This is an optimization exercise on Yosys and OpenROAD, whose aim is small area and a short achievable clock period, not a production implementation.
RTL that was checked went through simulation tests only; none was proved equivalent to the original.
Power figures rest on the tool's default switching activity, not on a simulated workload.

// ALU_TOP
module ALU_TOP #(parameter Width = 16)
(
  input  [Width-1:0] A,
  input  [Width-1:0] B,
  input  [3:0]       ALU_FUN,
  input              CLK,
  input              RST,
  output [Width-1:0] Arith_OUT,
  output             Arith_Flag,
  output             Carry_OUT,
  output [Width-1:0] Logic_Out,
  output             Logic_Flag,
  output [Width-1:0] CMP_OUT,
  output             CMP_Flag,
  output             Shift_Flag,
  output [Width-1:0] Shift_OUT
);
For scale: roughly 1500 cells after synthesis, about 48 flip-flops, roughly 110 I/O pins, ~9900 um^2 of cells after synthesis.
clock: 32.0 ns
lec_check: 0
abc_area: 1
cap_margin: 20
core_margin: 2
core_utilization: 40
slew_margin: 20
standard.sh (not shown) runs the stock make flow with config.mk's settings and CLKGATE_MAP_FILE= SYNTH_SCRIPT=/design/flow/synth_recipe.tcl, a recipe that flattens the netlist after the stock synthesis.
==> flow/flow/run.sh <==
#!/bin/bash
# The standard layout, with the smallest buffer on the ports.
export BUFFER_PORTS_ARGS="-buffer_cell sky130_fd_sc_hd__buf_1"
bash standard.sh > standard.log 2>&1
Rerun with:
--- a/flow/design.v
+++ b/flow/design.v
@@ -704,15 +704,21 @@
   wire r0_rsel = (mul2 & Alo16[0]) | add2 | sub2;
   wire [15:0] r0_r = r0_rsel ? r0_s : r0_t;
   wire [15:0] Ar = {Rr, Alo};    
   assign Arith_OUT  = div2 ? {Qr, r5_sel, r4_sel, r3_sel, r2_sel, r1_sel, r0_sel} : (fA ? r0_r : 16'b0);
   assign Arith_Flag = fA;
   assign Carry_OUT  = add2 & r0_c;
-  wire [15:0] lg = r0_t & BXr;
-  wire [15:0] lp = r0_t ^ BXr;
-  wire [15:0] lo = {16{Fr[1]}} ^ (Fr[0] ? (lg | lp) : lg);
+  reg [15:0] lo;    
+  always @(*) begin
+    case (Fr)
+      2'b00: lo = Ar & BXr;
+      2'b01: lo = Ar | BXr;
+      2'b10: lo = ~(Ar & BXr);
+      default: lo = ~(Ar | BXr);
+    endcase
+  end
   assign Logic_Out  = fL ? lo : 16'b0;
   assign Logic_Flag = fL;
   wire eq = &(r0_t ^ BXr);
   wire ge = r0_c;
   wire gt = ge & ~eq;
   wire lt = ~ge;
Effect: The new run went through all stages and came out clean; sequential share of layout area went up by 0.45 points; wire length went down by 5.6%; worst setup slack loses 320 ps; critical path depth went up by 12; combinational power went down by about 6%; worst hold slack loses 11 ps; power went down by 9.0%; utilization went up by 0.75 points; synthesized cell count went down by 5.0%.
The RTL of the first run of this note was laid out without a check of its function.

Setup of run 1:
ALU_TOP, a different RTL version from the one above (not shown whole).
For scale: roughly 1500 cells after synthesis, about 110 I/O pins.
## ALU_TOP
module ALU_TOP #(parameter Width = 16)
(
  input  [Width-1:0] A,
  input  [Width-1:0] B,
  input  [3:0]       ALU_FUN,
  input              CLK,
  input              RST,
  output [Width-1:0] Arith_OUT,
  output             Arith_Flag,
  output             Carry_OUT,
  output [Width-1:0] Logic_Out,
  output             Logic_Flag,
  output [Width-1:0] CMP_OUT,
  output             CMP_Flag,
  output             Shift_Flag,
  output [Width-1:0] Shift_OUT
);
==> flow/config.mk <==
export PLATFORM = sky130hd
export DESIGN_NAME = ALU_TOP
export DESIGN_NICKNAME = ALU_TOP
export VERILOG_FILES = /design/flow/design.v
export SDC_FILE = /design/flow/constraint.sdc
export NUM_CORES = 4
export LEC_CHECK = 0
export ABC_AREA = 1
export CAP_MARGIN = 20
export CORE_MARGIN = 2
export CORE_UTILIZATION = 40
export SLEW_MARGIN = 20
==> flow/constraint.sdc <==
create_clock -name core_clock -period 32.0 [get_ports {CLK}]
set_input_delay 6.4000 -clock core_clock [delete_from_list [all_inputs] [get_ports {CLK}]]
set_output_delay 6.4000 -clock core_clock [all_outputs]
set_load 0.01 [all_outputs]
run.sh (not shown) runs the stock make flow with config.mk's settings and CLKGATE_MAP_FILE= SYNTH_SCRIPT=/design/flow/synth_recipe.tcl, a recipe that flattens the netlist after the stock synthesis.
Stock flow here: none of the scripts above is used.
What run 2 does differently from run 1 at the input level:
--- a/flow/design.v
+++ b/flow/design.v
@@ -13,15 +13,15 @@
   output [Width-1:0] CMP_OUT,
   output             CMP_Flag,
   output             Shift_Flag,
   output [Width-1:0] Shift_OUT
 );
   wire mul1 = (ALU_FUN == 4'b0010);
   wire div1 = (ALU_FUN == 4'b0011);
-  wire s1 = ALU_FUN[0] | (ALU_FUN[3:2] == 2'b10);
+  wire s1 = ~ALU_FUN[2] & (ALU_FUN[0] | ALU_FUN[3]);
   wire [15:0] bx1 = B ^ {16{s1}};
   wire [16:0] bz1;
   assign bz1[0] = 1'b1;
   assign bz1[1] = bz1[0] & ~B[15];
   assign bz1[2] = bz1[1] & ~B[14];
   assign bz1[3] = bz1[2] & ~B[13];
   assign bz1[4] = bz1[3] & ~B[12];
@@ -311,15 +311,14 @@
     end
   end
   wire add2 = fA & (Fr == 2'b00);
   wire sub2 = fA & (Fr == 2'b01);
   wire mul2 = fA & (Fr == 2'b10);
   wire div2 = fA & (Fr == 2'b11);
   wire sr = Fr[0] | fC;
-  wire [15:0] Br = BXr ^ {16{sr}};
   wire [16:0] bz2;
   assign bz2[0] = 1'b1;
   assign bz2[1] = bz2[0] & BXr[15];
   assign bz2[2] = bz2[1] & BXr[14];
   assign bz2[3] = bz2[2] & BXr[13];
   assign bz2[4] = bz2[3] & BXr[12];
   assign bz2[5] = bz2[4] & BXr[11];
@@ -704,21 +703,21 @@
   wire r0_sel = (mul2 & Alo16[0]) | (div2 & bz2[0] & r0_c) | add2 | sub2;
   wire r0_rsel = (mul2 & Alo16[0]) | add2 | sub2;
   wire [15:0] r0_r = r0_rsel ? r0_s : r0_t;
   wire [15:0] Ar = {Rr, Alo};    
   assign Arith_OUT  = div2 ? {Qr, r5_sel, r4_sel, r3_sel, r2_sel, r1_sel, r0_sel} : (fA ? r0_r : 16'b0);
   assign Arith_Flag = fA;
   assign Carry_OUT  = add2 & r0_c;
-  reg [15:0] lo;
+  reg [15:0] lo;    
   always @(*) begin
     case (Fr)
-      2'b00: lo = Ar & Br;
-      2'b01: lo = Ar | Br;
-      2'b10: lo = ~(Ar & Br);
-      default: lo = ~(Ar | Br);
+      2'b00: lo = Ar & BXr;
+      2'b01: lo = Ar | BXr;
+      2'b10: lo = ~(Ar & BXr);
+      default: lo = ~(Ar | BXr);
     endcase
   end
   assign Logic_Out  = fL ? lo : 16'b0;
   assign Logic_Flag = fL;
   wire eq = &(r0_t ^ BXr);
   wire ge = r0_c;
   wire gt = ge & ~eq;
@@ -729,14 +728,14 @@
   assign CMP_OUT  = {14'b0, fC ? cmp : 2'b00};
   assign CMP_Flag = fC;
   reg [15:0] sh;
   always @(*) begin
     case (Fr)
       2'b00: sh = Ar >> 1;
       2'b01: sh = Ar << 1;
-      2'b10: sh = Br >> 1;
-      default: sh = Br << 1;
+      2'b10: sh = BXr >> 1;      
+      default: sh = BXr << 1;
     endcase
   end
   assign Shift_OUT  = fS ? sh : 16'b0;
   assign Shift_Flag = fS;
 endmodule
Results
in -> reg as the critical path start-end classification was reported by run 2, and reg -> out by run 1.
Going from run 1 to run 2, netlist area before placement shrinks by about 4%.
On x dimension of the die: between run 2 and run 1, it ends up higher for run 1.
Placed wire-length estimate after detailed placement came out lower on run 2 than on run 1.
Going from run 1 to run 2, total length of routed met2 wires shrank by a few percent.
Run 2 vs. run 1: worst-margin pin slew now sits lower, via count now sits lower.
The RTL of run 1 was laid out without a check of its function.

The RTL this note starts from:
==> flow/design.v <==
module ALU_TOP #(parameter Width = 16)
(
  input  [Width-1:0] A,
  input  [Width-1:0] B,
  input  [3:0]       ALU_FUN,
  input              CLK,
  input              RST,
  output [Width-1:0] Arith_OUT,
  output             Arith_Flag,
  output             Carry_OUT,
  output [Width-1:0] Logic_Out,
  output             Logic_Flag,
  output [Width-1:0] CMP_OUT,
  output             CMP_Flag,
  output             Shift_Flag,
  output [Width-1:0] Shift_OUT
);
  localparam K = 8;
  wire mul1 = (ALU_FUN == 4'b0010);
  wire div1 = (ALU_FUN == 4'b0011);
  wire [15:0] Bx1 = B ^ {16{div1}};
  wire [16:0] bz;
  assign bz[0] = 1'b1;
  genvar j;
  generate
    for (j = 1; j <= 16; j = j + 1) begin : g_bz
      assign bz[j] = bz[j-1] & ~B[16-j];
    end
  endgenerate
  wire [15:0] r1 [15:K];
  wire [15:K] q1;
  generate
    for (j = 15; j >= K; j = j - 1) begin : g_row1
      localparam W = 16 - j;
      wire a = A[j] & ~mul1;
      wire [W-1:0] t;
      if (j == 15) begin : g_first
        assign t = a;
      end else begin : g_next
        assign t = {r1[j+1][W-2:0], a};
      end
      wire [W+1:0] s2 = {1'b0, t, 1'b1} + {1'b0, Bx1[W-1:0], div1};
      wire [W:0] s = s2[W+1:1];
      wire sel = (mul1 & A[j]) | (div1 & bz[j] & s[W]);
      assign q1[j] = sel;
      wire [W-1:0] rr = sel ? s[W-1:0] : t;
      assign r1[j] = {{(16-W){1'b0}}, rr};
    end
  endgenerate
  reg [15:0]   Br;
  reg [K-1:0]  Alo;
  reg [15-K:0] Rr;    
  reg [15:K]   Qr;
  reg [1:0]    Fr;
  reg fA, fL, fC, fS;
  always @(posedge CLK) begin
    Br  <= B;
    Alo <= A[K-1:0];
    Rr  <= r1[K][15-K:0];
    Qr  <= q1;
    Fr  <= ALU_FUN[1:0];
  end
  always @(posedge CLK or negedge RST) begin
    if (!RST) begin
      fA <= 1'b0; fL <= 1'b0; fC <= 1'b0; fS <= 1'b0;
    end else begin
      fA <= (ALU_FUN[3:2] == 2'b00);
      fL <= (ALU_FUN[3:2] == 2'b01);
      fC <= (ALU_FUN[3:2] == 2'b10);
      fS <= (ALU_FUN[3:2] == 2'b11);
    end
  end
  wire add2 = fA & (Fr == 2'b00);
  wire sub2 = fA & (Fr == 2'b01);
  wire mul2 = fA & (Fr == 2'b10);
  wire div2 = fA & (Fr == 2'b11);
  wire sb2  = div2 | sub2;
  wire [15:0] Bx2 = Br ^ {16{sb2}};
  wire [16:0] bz2;
  assign bz2[0] = 1'b1;
  generate
    for (j = 1; j <= 16; j = j + 1) begin : g_bz2
      assign bz2[j] = bz2[j-1] & ~Br[16-j];
    end
  endgenerate
  wire [15:0] r2 [K:0];
  assign r2[K] = {{K{1'b0}}, Rr};
  wire [K-1:0] q2;
  wire c0;
  generate
    for (j = K - 1; j >= 0; j = j - 1) begin : g_row2
      localparam W = 16 - j;
      wire a = Alo[j] & ~mul2;
      wire [W-1:0] t = {r2[j+1][W-2:0], a};
      wire [W+1:0] s2 = {1'b0, t, 1'b1} + {1'b0, Bx2[W-1:0], sb2};
      wire [W:0] s = s2[W+1:1];
      wire sel;
      if (j == 0) begin : g_last
        assign sel = (mul2 & Alo[j]) | (div2 & bz2[j] & s[W]) | add2 | sub2;
        assign c0 = s[W];
      end else begin : g_mid
        assign sel = (mul2 & Alo[j]) | (div2 & bz2[j] & s[W]);
      end
      assign q2[j] = sel;
      wire [W-1:0] rr = sel ? s[W-1:0] : t;
      assign r2[j] = {{(16-W){1'b0}}, rr};
    end
  endgenerate
  wire [15:0] Ar = {Rr, Alo};    
  assign Arith_OUT = div2 ? {Qr, q2} : (fA ? r2[0] : 16'b0);
  assign Arith_Flag = fA;
  assign Carry_OUT  = add2 & c0;
  reg [15:0] lo;
  always @(*) begin
    case (Fr)
      2'b00: lo = Ar & Br;
      2'b01: lo = Ar | Br;
      2'b10: lo = ~(Ar & Br);
      default: lo = ~(Ar | Br);
    endcase
  end
  assign Logic_Out  = fL ? lo : 16'b0;
  assign Logic_Flag = fL;
  wire eq = (Ar == Br);
  wire gt = (Ar > Br);
  wire lt = ~eq & ~gt;
  wire [1:0] cmp = (Fr == 2'b01) ? {1'b0, eq} :
                   (Fr == 2'b10) ? {gt, 1'b0} :
                   (Fr == 2'b11) ? {lt, lt} : 2'b00;
  assign CMP_OUT  = {14'b0, fC ? cmp : 2'b00};
  assign CMP_Flag = fC;
  reg [15:0] sh;
  always @(*) begin
    case (Fr)
      2'b00: sh = Ar >> 1;
      2'b01: sh = Ar << 1;
      2'b10: sh = Br >> 1;
      default: sh = Br << 1;
    endcase
  end
  assign Shift_OUT  = fS ? sh : 16'b0;
  assign Shift_Flag = fS;
endmodule
==> flow/config.mk <==
export PLATFORM = sky130hd
export DESIGN_NAME = ALU_TOP
export DESIGN_NICKNAME = ALU_TOP
export VERILOG_FILES = /design/flow/design.v
export SDC_FILE = /design/flow/constraint.sdc
export NUM_CORES = 4
export LEC_CHECK = 0
export CAP_MARGIN = 20
export CORE_MARGIN = 2
export CORE_UTILIZATION = 40
export SLEW_MARGIN = 20
==> flow/constraint.sdc <==
create_clock -name core_clock -period 32.0 [get_ports {CLK}]
set_input_delay 6.4000 -clock core_clock [delete_from_list [all_inputs] [get_ports {CLK}]]
set_output_delay 6.4000 -clock core_clock [all_outputs]
set_load 0.01 [all_outputs]
The first run passed the timing, DRC and antenna checks.
==> next run, changes <==
--- a/flow/design.v
+++ b/flow/design.v
@@ -15,7 +15,7 @@
   output             Shift_Flag,
   output [Width-1:0] Shift_OUT
 );
-  localparam K = 8;
+  localparam K = 5;
   wire mul1 = (ALU_FUN == 4'b0010);
   wire div1 = (ALU_FUN == 4'b0011);
   wire [15:0] Bx1 = B ^ {16{div1}};
@@ -39,8 +39,7 @@
       end else begin : g_next
         assign t = {r1[j+1][W-2:0], a};
       end
-      wire [W+1:0] s2 = {1'b0, t, 1'b1} + {1'b0, Bx1[W-1:0], div1};
-      wire [W:0] s = s2[W+1:1];
+      wire [W:0] s = {1'b0, t} + {1'b0, Bx1[W-1:0]} + div1;
       wire sel = (mul1 & A[j]) | (div1 & bz[j] & s[W]);
       assign q1[j] = sel;
       wire [W-1:0] rr = sel ? s[W-1:0] : t;
@@ -92,8 +91,7 @@
       localparam W = 16 - j;
       wire a = Alo[j] & ~mul2;
       wire [W-1:0] t = {r2[j+1][W-2:0], a};
-      wire [W+1:0] s2 = {1'b0, t, 1'b1} + {1'b0, Bx2[W-1:0], sb2};
-      wire [W:0] s = s2[W+1:1];
+      wire [W:0] s = {1'b0, t} + {1'b0, Bx2[W-1:0]} + sb2;
       wire sel;
       if (j == 0) begin : g_last
         assign sel = (mul2 & Alo[j]) | (div2 & bz2[j] & s[W]) | add2 | sub2;
- sequential cell count climbs by 3
- design area drops by 4.6%
- worst setup slack gets worse by 0.38 ns
- die area drops by 5.0%
- non-clock buffer count drops by 1
- global-route usage drops by 0.61 points
- sequential share of layout area climbs by 0.82 points
- total power drops by 4.5%
- cell count drops by 6.8%
No functional check of the RTL was part of any run of this note.

-- static timing again, ports no longer ideal --
Ports are ideal in the flow. The routed layouts listed here were re-timed in OpenROAD.
Step 1: set_driving_cell puts a clkbuf_16 on CLK and a buf_2 on each other input, an assumption about the parent block.
Step 2 times the ports against the registers' clock, not the clock port: input delays grow and output delays shrink by t, the midpoint of the rising clock arrivals with the driver on.
Slacks: no drivers / after step 1 / after step 2; pairs: no drivers / after step 1.
run	t (ns)	setup slack, ns	worst slew at a driven data input, ns
the first run of note 1	0.332	9.323 / 9.283 / 9.614	0.04
the second run of note 1	0.336	8.999 / 9.022 / 8.687	0.05
run 1	0.328	7.791 / 7.755 / 8.083	0.04
run 2	0.334	8.298 / 8.311 / 7.977	0.04
the first run of note 3	0.325	4.870 / 4.836 / 5.161	0.05
the second run of note 3	0.328	4.485 / 4.496 / 4.169	0.05
After both steps setup and hold are still met in every run listed. The setup slack of run 2, which loses most, moves by +0.013 ns with the drivers and by -0.321 ns with both steps.
